What follows belongs to an exercise in optimizing a design on an open flow for small area; a production flow would make more cautious choices. At most, simulation tests tie the RTL to the original design; equivalence was not proved. No activity file was given, so power comes from the tool's default toggle rates.

==> try-tundra: inputs <==
Design usb_uvc_top, start of the top module:
module usb_uvc_top
(
     input           clk_i
    ,input           rst_i
    ,input  [  7:0]  ulpi_data_out_i
    ,input           ulpi_dir_i
    ,input           ulpi_nxt_i
    ,output [  7:0]  ulpi_data_in_o
    ,output          ulpi_stp_o
    ,output          fifo_wr_en_o
    ,output [  7:0]  fifo_wr_data_o
    ,output          fifo_rd_en_o
    ,input  [  7:0]  fifo_rd_data_i
    ,input  [ 11:0]  fifo_wnum_i
    ,input           fifo_aempty_i
    ,input           fifo_afull_i
    ,input           fifo_empty_i
);
export LEC_CHECK = 0
export CAP_MARGIN = 20
export CORE_MARGIN = 2
export CORE_UTILIZATION = 40
export CTS_BUF_LIST = sky130_fd_sc_hd__clkbuf_8
export SLEW_MARGIN = 20
create_clock -name core_clock -period 10.0 [get_ports {clk_i}]
run.sh (not shown) runs the stock make flow with config.mk's settings and CLKGATE_MAP_FILE= SYNTH_SCRIPT=/design/flow/synth_recipe.tcl, a recipe that flattens the netlist after the stock synthesis.
==> try-quartz (differences from try-tundra) <==
- CTS_BUF_LIST: sky130_fd_sc_hd__clkbuf_8 -> sky130_fd_sc_hd__clkbuf_4
==> comparison <==
Of try-quartz and try-tundra, try-tundra has the higher total power (gap 0.95%, measured against try-tundra). In critical path depth, try-tundra and try-quartz do not differ. Synthesized cell count is the same in try-tundra and try-quartz. In sequential share of layout area, try-tundra and try-quartz hardly differ. try-tundra finished with timing, DRC and antenna clean. try-quartz went through all stages and came out clean. In die area, try-quartz and try-tundra do not differ. Between try-tundra and try-quartz, the lower clock skew is in try-tundra (gap 0.0068 ns). Between try-quartz and try-tundra, the lower wire length is in try-tundra (gap 0.66%, measured against try-tundra). In design area, try-tundra and try-quartz hardly differ.
==> figures <==
Min Clock Period, post-route: try-quartz 5.87 ns; try-tundra 5.56 ns
Total global routing track utilization: try-quartz 0.202; try-tundra 0.199
Result of the run: try-quartz finished clean; try-tundra finished clean
Internal power component: try-quartz 4.38 mW; try-tundra 4.44 mW
Global Route met1 Usage: try-quartz 0.283; try-tundra 0.284
Clock network area share: try-quartz 0.0576; try-tundra 0.0590
Average routed wire per standard cell: try-quartz 17.8 um; try-tundra 18.0 um
Largest stage delay on the critical path: try-quartz 0.59 ns; try-tundra 0.60 ns
Clock network power: try-quartz 2.24 mW; try-tundra 2.30 mW
Sw frac: try-quartz 0.315; try-tundra 0.312
Clk_skew: try-quartz 0.0624 ns; try-tundra 0.0556 ns
CTS Root Cell: try-quartz clkbuf_4; try-tundra clkbuf_8
Clock buffer instance count of the final layout: try-quartz 235; try-tundra 125
Grt met2 use: try-quartz 0.304; try-tundra 0.305
Met2 routed wirelength: try-quartz 38.0 mm; try-tundra 38.1 mm
Leakage power summed over all cells: try-quartz 15.8 nW; try-tundra 15.8 nW
Sequential Power Share: try-quartz 0.462; try-tundra 0.458
Function was not checked in any run of this note: the RTL went through the layout flow alone.

==> inputs of run a <==
Another version of the RTL of usb_uvc_top (not shown whole).
clock: 10.0 ns
lec_check: 0
cap_margin: 20
core_margin: 2
core_utilization: 60
cts_buf_list: sky130_fd_sc_hd__clkbuf_16
cts_cluster_diameter: 90
cts_cluster_size: 26
slew_margin: 20
standard.sh (not shown) runs the stock make flow with config.mk's settings and CLKGATE_MAP_FILE= SYNTH_SCRIPT=/design/flow/synth_recipe.tcl, a recipe that flattens the netlist after the stock synthesis.
==> flow/flow/run.sh <==
#!/bin/bash
# Layout flow: the standard flow (standard.sh) with two changes.
#  1. Synthesis is the standard flow's own script (synth_recipe.tcl, ORFS synth.tcl) except
#     that the ABC call maps the logic with an area-oriented script
#     (flow/abc.script) in place of ORFS's speed script. The registers are
#     mapped before ABC runs, so they are the standard synthesis's.
#  2. The port buffers are buf_1 cells.
# Each tool's output is in orfs/logs/ (per step) and standard.log (make).
set -euo pipefail
W=$(pwd)
F=$W/flow
sed "s#^source \$::env(SCRIPTS_DIR)/synth_preamble.tcl\$#&\nset abc_args [lreplace \$abc_args 1 1 $F/abc.script]#" \
    "$FLOW_HOME/scripts/synth.tcl" > "$W/synth_area.tcl"
grep -q "$F/abc.script" "$W/synth_area.tcl"
sed "s#source \$::env(SCRIPTS_DIR)/synth.tcl#source $W/synth_area.tcl#" synth_recipe.tcl > "$W/synth_recipe_area.tcl"
grep -q "synth_area.tcl" "$W/synth_recipe_area.tcl"
export BUFFER_PORTS_ARGS="-buffer_cell sky130_fd_sc_hd__buf_1"
bash standard.sh SYNTH_SCRIPT="$W/synth_recipe_area.tcl" finish > "$W/standard.log" 2>&1
==> flow/flow/abc.script <==
strash
&get -n
&deepsyn -T 60
&put
dch -f
amap
&get -n
&st
&dch
&nf -R 1000
&put
topo
==> run b (differences from run a) <==
--- a/flow/design.v
+++ b/flow/design.v
@@ -259,33 +259,41 @@
 u_crc16
 (
     .crc_in_i(crc_sum_q),
     .din_i(data_w),
     .crc_out_o(crc_out_w)
 );
-always @ (posedge clk_i)
-if (state_q == STATE_RX_IDLE)
+always @ (posedge clk_i or posedge rst_i)
+if (rst_i)
+    crc_sum_q   <= 16'hFFFF;
+else if (state_q == STATE_RX_IDLE)
     crc_sum_q   <= 16'hFFFF;
 else if (data_ready_w)
     crc_sum_q   <= crc_out_w;
-always @ (posedge clk_i)
-if (state_q == STATE_RX_DATA_COMPLETE && next_state_r == STATE_RX_IDLE)
+always @ (posedge clk_i or posedge rst_i)
+if (rst_i)
+    crc_err_q   <= 1'b0;
+else if (state_q == STATE_RX_IDLE)
+    crc_err_q   <= 1'b0;
+else if (state_q == STATE_RX_DATA_COMPLETE && next_state_r == STATE_RX_IDLE)
     crc_err_q   <= (crc_sum_q != 16'hB001);
 assign data_crc_err_o = crc_err_q;
 reg data_complete_q;
 always @ (posedge clk_i or posedge rst_i)
 if (rst_i)
     data_complete_q   <= 1'b0;
 else if (state_q == STATE_RX_DATA_COMPLETE && next_state_r == STATE_RX_IDLE)
     data_complete_q   <= 1'b1;
 else
     data_complete_q   <= 1'b0;
 assign data_complete_o = data_complete_q;
 reg data_zlp_q;
-always @ (posedge clk_i)
-if (state_q == STATE_RX_IDLE && next_state_r == STATE_RX_DATA)
+always @ (posedge clk_i or posedge rst_i)
+if (rst_i)
+    data_zlp_q   <= 1'b0;
+else if (state_q == STATE_RX_IDLE && next_state_r == STATE_RX_DATA)
     data_zlp_q   <= 1'b1;
 else if (input_ready_w)
     data_zlp_q   <= 1'b0;
 reg        valid_q;
 reg        last_q;
 reg [7:0]  data_q;
@@ -451,14 +459,16 @@
 u_crc16
 (
     .crc_in_i(crc_sum_q),
     .din_i(utmi_data_o),
     .crc_out_o(crc_out_w)
 );
-always @ (posedge clk_i)
-if (state_q == STATE_TX_IDLE)
+always @ (posedge clk_i or posedge rst_i)
+if (rst_i)
+    crc_sum_q   <= 16'hFFFF;
+else if (state_q == STATE_TX_IDLE)
     crc_sum_q   <= 16'hFFFF;
 else if (state_q == STATE_TX_DATA && utmi_txvalid_o && utmi_txready_i)
     crc_sum_q   <= crc_out_w;
 reg       valid_q;
 reg [2:0] data_q;      
 reg [7:0] pid_byte_w;
@@ -473,28 +483,29 @@
     default:   pid_byte_w = 8'h00;
     endcase
 always @ (posedge clk_i or posedge rst_i)
 if (rst_i)
 begin
     valid_q <= 1'b0;
+    data_q  <= 3'd0;
 end
 else if (!enable_i)
 begin
     valid_q <= 1'b0;
+    data_q  <= 3'd0;
 end
 else if (tx_valid_i && tx_accept_o)
 begin
     valid_q <= 1'b1;
+    data_q  <= tx_pid_i;
 end
 else if (utmi_txready_i)
 begin
     valid_q <= 1'b0;
+    data_q  <= 3'd0;
 end
-always @ (posedge clk_i)
-if (tx_valid_i && tx_accept_o)
-    data_q  <= tx_pid_i;
 reg       utmi_txvalid_r;
 reg [7:0] utmi_data_r;
 always @ *
 begin
     if (state_q == STATE_TX_CHIRP)
     begin
@@ -833,18 +844,21 @@
     default :
        ;
     endcase
 end
 always @ (posedge clk_i or posedge rst_i)
 if (rst_i)
+begin
     tx_valid_q <= 1'b0;
+    tx_pid_q   <= 3'd0;
+end
 else if (!tx_valid_q || tx_accept_w)
+begin
     tx_valid_q <= tx_valid_r;
-always @ (posedge clk_i)
-if (!tx_valid_q || tx_accept_w)
     tx_pid_q   <= tx_pid_r;
+end
 always @ (posedge clk_i or posedge rst_i)
 if (rst_i)
     rx_enable_q <= 1'b0;
 else if (usb_rst_w || reg_chirp_en_i)
     rx_enable_q <= 1'b0;
 else
@@ -1179,19 +1193,17 @@
 localparam STATE_IDLE                    = 3'd0;
 localparam STATE_WAIT_RST                = 3'd1;
 localparam STATE_SEND_CHIRP_K            = 3'd2;
 localparam STATE_WAIT_CHIRP_JK           = 3'd3;
 localparam STATE_FULLSPEED               = 3'd4;
 localparam STATE_HIGHSPEED               = 3'd5;
+localparam DETACH_TIME    = 20'd60000;
+localparam ATTACH_FS_TIME = 20'd180000;
+localparam CHIRPK_TIME    = 20'd246000;
 localparam HS_RESET_TIME  = 20'd600000;
 localparam SUSPEND_TIME   = 20'd180000;
-localparam L_DETACH_TIME    = 21'h1CD0C2;
-localparam L_ATTACH_FS_TIME = 21'h1134A1;
-localparam L_CHIRPK_TIME    = 21'h09CCC6;
-localparam L_HS_RESET_TIME  = 21'h076E15;
-localparam L_RESUME_TIME    = 21'h1557FF;
 reg [2:0]  state_q;
 reg [2:0]  next_state_r;
 reg [20:0] tmr_q;
 reg [19:0] susp_q;        
 reg        susp_wrap_q;   
 reg [2:0]  chirp_count_q;
@@ -1206,45 +1218,45 @@
     utmi_op_mode_r    = 2'd1;
     utmi_xcvrselect_r = 2'd0;
     utmi_termselect_r = 1'b0;
     case (state_q)
     STATE_IDLE:
     begin
-        if (enable_i && tmr_q == L_DETACH_TIME)
+        if (enable_i && tmr_q[19:0] >= DETACH_TIME)
             next_state_r = STATE_WAIT_RST;
     end
     STATE_WAIT_RST:
     begin
         utmi_op_mode_r    = 2'd0;
         utmi_xcvrselect_r = 2'd1;
         utmi_termselect_r = 1'b1;
-        if (tmr_q == L_ATTACH_FS_TIME)
+        if (tmr_q[19:0] >= ATTACH_FS_TIME)
             next_state_r = STATE_SEND_CHIRP_K;
     end
     STATE_SEND_CHIRP_K:
     begin
         utmi_op_mode_r    = 2'd2;
         utmi_termselect_r = 1'b1;
-        if (tmr_q == L_CHIRPK_TIME)
+        if (tmr_q[19:0] >= CHIRPK_TIME)
             next_state_r = STATE_WAIT_CHIRP_JK;
     end
     STATE_WAIT_CHIRP_JK:
     begin
         utmi_op_mode_r    = 2'd2;
         utmi_termselect_r = 1'b1;
         if (chirp_count_q >= 3'd5)
             next_state_r = STATE_HIGHSPEED;
-        else if (tmr_q == L_HS_RESET_TIME)
+        else if (tmr_q[19:0] >= HS_RESET_TIME)
             next_state_r = STATE_FULLSPEED;
     end
     STATE_FULLSPEED:
     begin
         utmi_op_mode_r    = 2'd0;
         utmi_xcvrselect_r = 2'd1;
         utmi_termselect_r = 1'b1;
-        if (tmr_q == L_RESUME_TIME)
+        if (tmr_q[20])
             next_state_r = STATE_HIGHSPEED;
         else if (susp_q >= HS_RESET_TIME)
             next_state_r = STATE_WAIT_RST;
     end
     STATE_HIGHSPEED:
     begin
@@ -1268,13 +1280,13 @@
 always @ (posedge clk_i or posedge rst_i)
 if (rst_i)
     tmr_q <= 21'd0;
 else if (tmr_clr_w)
     tmr_q <= 21'd0;
 else
-    tmr_q <= {tmr_q[19:0], ~(tmr_q[20] ^ tmr_q[18])};
+    tmr_q <= tmr_q + 21'd1;
 always @(posedge clk_i or posedge rst_i)
 if (rst_i)
 begin
     susp_q      <= 20'd0;
     susp_wrap_q <= 1'b0;
 end
@@ -1398,14 +1410,25 @@
 reg [2:0] setup_wr_idx_q;
 reg       setup_frame_q;
 reg       setup_valid_q;
 reg       setup_data_q;
 reg       status_ready_q;
 wire      setup_wr_w = ep0_rx_valid_w && rx_strb_w;
-always @ (posedge clk_i)
-if (ep0_rx_setup_w)
+always @ (posedge clk_i or posedge rst_i)
+if (rst_i)
+begin
+    rt_dir_q  <= 1'b0;
+    rt_type_q <= 2'b0;
+    rt_rcp1_q <= 1'b0;
+    rq_q      <= RQ_NOP;
+    wvl_q     <= 8'b0;
+    wvh_q     <= 2'b0;
+    wil1_q    <= 1'b0;
+    wLength   <= 16'b0;
+end
+else if (ep0_rx_setup_w)
 begin
     rt_dir_q  <= 1'b0;
     rt_type_q <= 2'b0;
     rt_rcp1_q <= 1'b0;
     rq_q      <= RQ_NOP;
     wvl_q     <= 8'b0;
@@ -1645,55 +1668,50 @@
 end
 assign data_status_zlp_w = set_with_data_q && setup_data_q && ctrl_send_accept_w;
 always @ (posedge clk_i or posedge rst_i)
 if (rst_i)
 begin
     ctrl_sending_q  <= 1'b0;
+    ctrl_send_idx_q <= 16'b0;
     ctrl_txvalid_q  <= 1'b0;
     ctrl_txdata_q   <= 8'b0;
     ctrl_txstrb_q   <= 1'b0;
     ctrl_txlast_q   <= 1'b0;
     ctrl_txstall_q  <= 1'b0;
+    desc_addr_q     <= 8'b0;
     ctrl_resp_q     <= 1'b0;
 end
 else if (usb_reset_w)
 begin
     ctrl_sending_q  <= 1'b0;
+    ctrl_send_idx_q <= 16'b0;
     ctrl_txvalid_q  <= 1'b0;
     ctrl_txdata_q   <= 8'b0;
     ctrl_txstrb_q   <= 1'b0;
     ctrl_txlast_q   <= 1'b0;
     ctrl_txstall_q  <= 1'b0;
+    desc_addr_q     <= 8'b0;
     ctrl_resp_q     <= 1'b0;
 end
 else
 begin
     ctrl_sending_q  <= ctrl_sending_r;
+    ctrl_send_idx_q <= ctrl_send_idx_r;
     ctrl_txvalid_q  <= ctrl_txvalid_r;
     ctrl_txdata_q   <= ctrl_txdata_r;
     ctrl_txstrb_q   <= ctrl_txstrb_r;
     ctrl_txlast_q   <= ctrl_txlast_r;
     ctrl_txstall_q  <= ctrl_txstall_r;
-    if (ctrl_resp_q && ~ctrl_sending_r)
-        ctrl_resp_q     <= 1'b0;
-    else
-        ctrl_resp_q     <= ctrl_resp_r;
-end
-always @ (posedge clk_i or posedge rst_i)
-if (rst_i)
-begin
-    ctrl_send_idx_q <= 16'b0;
-    desc_addr_q     <= 8'b0;
-end
-else
-begin
-    ctrl_send_idx_q <= ctrl_send_idx_r;
     if (setup_valid_q)
         desc_addr_q     <= desc_addr_r;
     else if (ctrl_sending_r && ctrl_send_accept_w)
         desc_addr_q     <= desc_addr_q + 8'd1;
+    if (ctrl_resp_q && ~ctrl_sending_r)
+        ctrl_resp_q     <= 1'b0;
+    else
+        ctrl_resp_q     <= ctrl_resp_r;
 end
 assign ep0_tx_data_valid_w = ctrl_txvalid_q;
 assign ep0_tx_data_strb_w  = ctrl_txstrb_q;
 assign ep0_tx_data_w       = ctrl_txdata_q;
 assign ep0_tx_data_last_w  = ctrl_txlast_q;
 assign ep0_tx_stall_w      = ctrl_txstall_q;
@@ -2095,14 +2113,14 @@
     input              SOF_I     ,
     output [7:0]       DATA_O    ,
     output             DVAL_O    ,
     output [7:0]       FRAME_O   ,
     output [31:0]      PTS_O
 );
-localparam L_PKT_END = 17'h06A37;    
-localparam L_LAST    = 17'h152C7;    
+localparam FRAME_SIZE = 480 * 361 * 2;           
+localparam PKT_END_TH = FRAME_SIZE - 3072 - 12;  
 reg sof_d0;
 reg sof_d1;
 always @(posedge CLK_I or posedge RST_I)
     if (RST_I) begin
         sof_d0 <= 1'b0;
         sof_d1 <= 1'b0;
@@ -2113,14 +2131,13 @@
 wire sof_rise = sof_d0 & ~sof_d1;
 reg [31:0] pts;
 always @(posedge CLK_I or posedge RST_I)
     if (RST_I) pts <= 32'd0;
     else       pts <= pts + 32'd1;
 reg [31:0] pts_reg;
-reg [1:0]  cnt_lo;       
-reg [16:0] cnt_hi;
+reg [18:0] cnt_q;        
 reg [4:0]  bar_q;        
 reg [1:0]  col_q;        
 reg        frame_valid;
 reg        fr0;
 reg        pkt_end;
 reg        dval;
@@ -2130,62 +2147,57 @@
 assign DVAL_O  = dval;
 assign FRAME_O = {6'b000011, pkt_end, fr0};
 assign PTS_O   = pts_reg;
 always @(posedge CLK_I or posedge RST_I)
     if (RST_I)
         pkt_end <= 1'b0;
-    else if (cnt_lo == 2'd1 && cnt_hi == L_PKT_END)
+    else if (cnt_q > PKT_END_TH)
         pkt_end <= 1'b1;
     else if (~frame_valid)
         pkt_end <= 1'b0;
-wire       last_w   = (cnt_lo == 2'd3 && cnt_hi == L_LAST);
+wire       last_w   = (cnt_q == FRAME_SIZE - 1);
 wire       bar_end  = (bar_q == 5'd19);
 wire [1:0] col_inc  = (col_q == 2'd2) ? 2'd0 : col_q + 2'd1;
 reg [7:0] pix_r;
 always @(*)
     case (col_q)
-    2'd0:    case (cnt_lo)
+    2'd0:    case (cnt_q[1:0])
              2'd0: pix_r = 8'h20; 2'd1: pix_r = 8'h60;
              2'd2: pix_r = 8'h20; default: pix_r = 8'hDC;
              endcase
-    2'd2:    case (cnt_lo)
+    2'd2:    case (cnt_q[1:0])
              2'd0: pix_r = 8'h10; 2'd1: pix_r = 8'hD0;
              2'd2: pix_r = 8'h10; default: pix_r = 8'h70;
              endcase
     default: pix_r = 8'h00;
     endcase
 always @(posedge CLK_I or posedge RST_I)
     if (RST_I) begin
         frame_valid <= 1'b0;
         dval        <= 1'b0;
-        cnt_lo      <= 2'd0;
-        cnt_hi      <= 17'd0;
+        cnt_q       <= 19'd0;
         bar_q       <= 5'd0;
         col_q       <= 2'd0;
         fr0         <= 1'b0;
         pts_reg     <= 32'd0;
     end else if (frame_valid) begin
         if (!FIFO_AFULL_I) begin
             dval <= 1'b1;
-            if (cnt_lo == 2'd3) begin
+            if (cnt_q[1:0] == 2'd3) begin
                 if (bar_end) begin
                     bar_q <= 5'd0;
                     col_q <= col_inc;
                 end else
                     bar_q <= bar_q + 5'd1;
             end
             if (last_w) begin
                 frame_valid <= 1'b0;
-                cnt_lo      <= 2'd0;
-                cnt_hi      <= 17'd0;
+                cnt_q       <= 19'd0;
                 fr0         <= ~fr0;
-            end else begin
-                cnt_lo <= cnt_lo + 2'd1;
-                if (cnt_lo == 2'd3)
-                    cnt_hi <= {cnt_hi[15:0], ~(cnt_hi[16] ^ cnt_hi[13])};
-            end
+            end else
+                cnt_q <= cnt_q + 19'd1;
         end else
             dval <= 1'b0;
     end else begin
         if ((sof_cnt == 7'd0) && sof_rise && FIFO_EMPTY_I) begin
             if (bar_end) begin
                 bar_q <= 5'd0;
@@ -2351,13 +2363,13 @@
 assign fifo_wnum      = fifo_wnum_i;
 assign fifo_aempty    = fifo_aempty_i;
 assign fifo_afull     = fifo_afull_i;
 assign fifo_empty     = fifo_empty_i;
 assign usb_tx_valid_w = ~fifo_empty;
 always@(posedge clk_i or posedge rst_i) begin
-    if (rst_i)
+    if (rst_i) 
         txdat_len <= 10'd0;
     else if(usb_txact)
         txdat_len <= txdat_len;
     else begin
         if (fifo_afull)
             txdat_len <= 10'd1023;
Settings changed: CORE_UTILIZATION 60 to 55, CTS_CLUSTER_DIAMETER 90 to 80, CTS_CLUSTER_SIZE 26 to 18.
==> run c (differences from run a) <==
--- a/flow/design.v
+++ b/flow/design.v
@@ -1162,12 +1162,13 @@
     ,input           inport_valid_i
     ,input  [  7:0]  inport_data_i
     ,input  [  9:0]  inport_len_i
     ,input  [  1:0]  iso_pid_sel_i
     ,input  [  7:0]  frame_i
     ,input  [ 31:0]  pts_i
+    ,input           pts_vld_i
     ,output [  7:0]  utmi_data_out_o
     ,output          utmi_txvalid_o
     ,output [  1:0]  utmi_op_mode_o
     ,output [  1:0]  utmi_xcvrselect_o
     ,output          utmi_termselect_o
     ,output          utmi_dppulldown_o
@@ -1287,16 +1288,13 @@
 else
 begin
     susp_q      <= 20'd0;
     susp_wrap_q <= 1'b0;
 end
 wire usb_rst_w = susp_wrap_q | (|susp_q[19:14]);
-always @ (posedge clk_i or posedge rst_i)
-if (rst_i)
-    last_linestate_q   <= 2'b0;
-else
+always @ (posedge clk_i)
     last_linestate_q   <= utmi_linestate_i;
 always @ (posedge clk_i or posedge rst_i)
 if (rst_i)
     chirp_count_q   <= 3'b0;
 else if (state_q == STATE_SEND_CHIRP_K)
     chirp_count_q   <= 3'b0;
@@ -1767,25 +1765,36 @@
 assign ep2_tx_data_valid_w = inport_valid_q | pkt_head;
 assign ep2_tx_data_w       = ep2_tx_data_r;
 assign ep2_tx_data_strb_w  = ep2_tx_data_valid_w & ~(inport_len_i == 0);
 assign ep2_tx_data_last_w  = inport_last_w;
 assign ep2_tx_stall_w      = inport_len_i == 0;
 assign inport_accept_o     = !inport_valid_q | (ep2_tx_data_accept_w & ~pkt_head);
+reg [7:0] pts_b;
+always @ (*)
+begin
+    case ({~inport_cnt_q[1], inport_cnt_q[0]})
+    2'd0:    pts_b = pts_i[7:0];
+    2'd1:    pts_b = pts_i[15:8];
+    2'd2:    pts_b = pts_i[23:16];
+    default: pts_b = pts_i[31:24];
+    endcase
+    pts_b = pts_b & {8{pts_vld_i}};
+end
 always @ (*)
 if (pkt_head && inport_cnt_q[9:4] == 6'd0)
     case (inport_cnt_q[3:0])
         4'd0 : ep2_tx_data_r = HERADER_LEN;
         4'd1 : ep2_tx_data_r = frame_i;
-        4'd2 : ep2_tx_data_r = pts_i[7:0];
-        4'd3 : ep2_tx_data_r = pts_i[15:8];
-        4'd4 : ep2_tx_data_r = pts_i[23:16];
-        4'd5 : ep2_tx_data_r = pts_i[31:24];
-        4'd6 : ep2_tx_data_r = pts_i[7:0];
-        4'd7 : ep2_tx_data_r = pts_i[15:8];
-        4'd8 : ep2_tx_data_r = pts_i[23:16];
-        4'd9 : ep2_tx_data_r = pts_i[31:24];
+        4'd2 : ep2_tx_data_r = pts_b;
+        4'd3 : ep2_tx_data_r = pts_b;
+        4'd4 : ep2_tx_data_r = pts_b;
+        4'd5 : ep2_tx_data_r = pts_b;
+        4'd6 : ep2_tx_data_r = pts_b;
+        4'd7 : ep2_tx_data_r = pts_b;
+        4'd8 : ep2_tx_data_r = pts_b;
+        4'd9 : ep2_tx_data_r = pts_b;
         4'd10: ep2_tx_data_r = sofCounts[7:0];
         4'd11: ep2_tx_data_r = {5'd0,sofCounts[10:8]};
         default: ep2_tx_data_r = inport_data_i;
     endcase
 else
     ep2_tx_data_r = inport_data_i;
@@ -2093,13 +2102,14 @@
     input              FIFO_AFULL_I,
     input              FIFO_EMPTY_I,
     input              SOF_I     ,
     output [7:0]       DATA_O    ,
     output             DVAL_O    ,
     output [7:0]       FRAME_O   ,
-    output [31:0]      PTS_O
+    output [31:0]      PTS_O     ,
+    output             PTS_VLD_O
 );
 localparam L_PKT_END = 17'h06A37;    
 localparam L_LAST    = 17'h152C7;    
 reg sof_d0;
 reg sof_d1;
 always @(posedge CLK_I or posedge RST_I)
@@ -2113,12 +2123,13 @@
 wire sof_rise = sof_d0 & ~sof_d1;
 reg [31:0] pts;
 always @(posedge CLK_I or posedge RST_I)
     if (RST_I) pts <= 32'd0;
     else       pts <= pts + 32'd1;
 reg [31:0] pts_reg;
+reg        pts_vld;      
 reg [1:0]  cnt_lo;       
 reg [16:0] cnt_hi;
 reg [4:0]  bar_q;        
 reg [1:0]  col_q;        
 reg        frame_valid;
 reg        fr0;
@@ -2127,12 +2138,13 @@
 reg [7:0]  dout;
 reg [6:0]  sof_cnt;
 assign DATA_O  = dout;
 assign DVAL_O  = dval;
 assign FRAME_O = {6'b000011, pkt_end, fr0};
 assign PTS_O   = pts_reg;
+assign PTS_VLD_O = pts_vld;
 always @(posedge CLK_I or posedge RST_I)
     if (RST_I)
         pkt_end <= 1'b0;
     else if (cnt_lo == 2'd1 && cnt_hi == L_PKT_END)
         pkt_end <= 1'b1;
     else if (~frame_valid)
@@ -2159,13 +2171,13 @@
         dval        <= 1'b0;
         cnt_lo      <= 2'd0;
         cnt_hi      <= 17'd0;
         bar_q       <= 5'd0;
         col_q       <= 2'd0;
         fr0         <= 1'b0;
-        pts_reg     <= 32'd0;
+        pts_vld     <= 1'b0;
     end else if (frame_valid) begin
         if (!FIFO_AFULL_I) begin
             dval <= 1'b1;
             if (cnt_lo == 2'd3) begin
                 if (bar_end) begin
                     bar_q <= 5'd0;
@@ -2190,23 +2202,26 @@
             if (bar_end) begin
                 bar_q <= 5'd0;
                 col_q <= col_inc;
             end else
                 bar_q <= bar_q + 5'd1;
             frame_valid <= 1'b1;
-            pts_reg     <= pts;
+            pts_vld     <= 1'b1;
         end
         dval <= 1'b0;
     end
 always @(posedge CLK_I)
     dout <= pix_r;
 always @(posedge CLK_I or posedge RST_I)
     if (RST_I)
         sof_cnt <= 7'd0;
     else if (sof_rise)
         sof_cnt <= (sof_cnt >= 7'd103) ? 7'd0 : sof_cnt + 7'd1;
+always @(posedge CLK_I)
+    if (!frame_valid && (sof_cnt == 7'd0) && sof_rise && FIFO_EMPTY_I)
+        pts_reg <= pts;
 endmodule
 module usb_uvc_top
 (
      input           clk_i
     ,input           rst_i
     ,input  [  7:0]  ulpi_data_out_i
@@ -2248,12 +2263,13 @@
 reg  [9:0]     txdat_len;
 reg            usb_txval;
 wire           usb_txact;
 reg  [1:0]     iso_pid_sel;
 wire [7:0]     frame_idx;
 wire [31:0]    frame_pts;
+wire           frame_pts_vld;
 wire fifo_afull;
 wire fifo_aempty;
 wire fifo_empty;
 wire [7:0]  fifo_rdat;
 wire        fifo_rden;
 wire [11:0] fifo_wnum;
@@ -2272,12 +2288,13 @@
     ,.inport_valid_i(usb_tx_valid_w)
     ,.inport_data_i(usb_tx_data_w)
     ,.inport_len_i(txdat_len)
     ,.iso_pid_sel_i(iso_pid_sel)
     ,.frame_i(frame_idx)
     ,.pts_i(frame_pts)
+    ,.pts_vld_i(frame_pts_vld)
     ,.utmi_data_out_o(utmi_data_out_w)
     ,.utmi_txvalid_o(utmi_txvalid_w)
     ,.utmi_op_mode_o(utmi_op_mode_w)
     ,.utmi_xcvrselect_o(utmi_xcvrselect_w)
     ,.utmi_termselect_o(utmi_termselect_w)
     ,.utmi_dppulldown_o(utmi_dppulldown_w)
@@ -2340,12 +2357,13 @@
     ,.FIFO_EMPTY_I(fifo_empty)      
     ,.SOF_I       (sof       )      
     ,.DATA_O      (frame_data)      
     ,.DVAL_O      (frame_dval)      
     ,.FRAME_O     (frame_idx )
     ,.PTS_O       (frame_pts )
+    ,.PTS_VLD_O   (frame_pts_vld)
 );
 assign fifo_wr_en_o   = frame_dval;
 assign fifo_wr_data_o = frame_data;
 assign fifo_rd_en_o   = fifo_rden;
 assign fifo_rdat      = fifo_rd_data_i;
 assign fifo_wnum      = fifo_wnum_i;
==> flow/flow/abc.script (replaced) <==
strash
&get -n
&deepsyn -T 60
&put
dch -f
amap
&get -n
&st
&dch
&nf -R 1000
&put
&get -n
&st
&dch -f
&nf -R 1000 -p
&put
topo
Settings changed: CTS_BUF_LIST sky130_fd_sc_hd__clkbuf_16 to sky130_fd_sc_hd__clkbuf_8, CTS_CLUSTER_DIAMETER 90 to 60, CTS_CLUSTER_SIZE 26 to 14.
==> impl_metrics.toml <==
[pwr]
p_per_area_nw_per_um2 = 164.8

[floorplan]
fp.dieH_um = 213.1
placeableCoreArea_um2 = 43080
nWellTaps = 585

[layout]
n_all_buffers = 64

[synth]
syn_inst = 2394
muxShareOfSynthArea = 0.02581

[setup_path]
critPathMaxStageDelay_ps = 410

[status]
outcome = "timing/DRC/antenna clean"

[global_routing]
grt_first_pass_wirelength_mm = 96.08
The numbers above come from run b.

==> impl_metrics.toml <==
[status]
outcome = "timing/DRC/antenna clean"

[global_routing]
grt_usage = 0.2924
grt_first_pass_wirelength_mm = 95.27

[setup_path]
critPathTopFamily = "simple AND/OR/NAND/NOR gates"
critPathMaxStageDelay_ps = 550

[floorplan]
chipWidth_um = 201.2
placeableCoreArea_um2 = 38560
nWellTaps = 518

[synth]
syn_inst = 2297
muxShareOfSynthArea = 0.01550

[pwr]
p_per_area_nw_per_um2 = 172.8

[layout]
multi_input_comb_area_um2 = 10640
n_all_buffers = 64
The numbers above come from run c.

==> impl_metrics.toml <==
[status]
outcome = "timing/DRC/antenna clean"

[floorplan]
nWellTaps = 518
fp.dieH_um = 201.9
placeableCoreArea_um2 = 38650

[setup_path]
critPathMaxStageDelay_ps = 410

[global_routing]
grt_first_pass_wirelength_mm = 92.60

[synth]
syn_inst = 2355
muxShareOfSynthArea = 0.02951

[pwr]
p_per_area_nw_per_um2 = 159.7

[layout]
n_all_buffers = 63
The numbers above come from run a.

The RTL of run b was laid out without a check of its function.

==> re-timing with driven ports <==
In the flow no input, the clock included, has a driving cell. The finished layouts below were timed again as built, in two steps. Step 1: set_driving_cell puts a clkbuf_16 on clk_i and a buf_2 on each other input, an assumption about the parent block. Step 2 moves the port delays by t, midway between the first and last clock arrival at a register: inputs arrive t later, outputs are due t later. That takes back most of the time a late clock gives input paths. Slacks: no drivers / after step 1 / after step 2; pairs: no drivers / after step 1.
| run | shift t [ns] | setup WS [ns] | worst setup path at the end |
|---|---|---|---|
| try-tundra | 0.763 | 4.442 / 4.388 / 4.735 | input to register |
| try-quartz | 1.026 | 4.132 / 4.076 / 4.809 | input to register |
| run a | 0.612 | 4.804 / 4.747 / 5.359 | register to output |
| run b | 0.617 | 4.951 / 4.894 / 4.725 | input to register |
| run c | 0.694 | 4.865 / 4.812 / 5.506 | register to output |
After both steps setup and hold are still met in every run listed. For run b, which loses most, drivers alone change the setup slack by -0.057 ns; drivers and shift together by -0.226 ns.
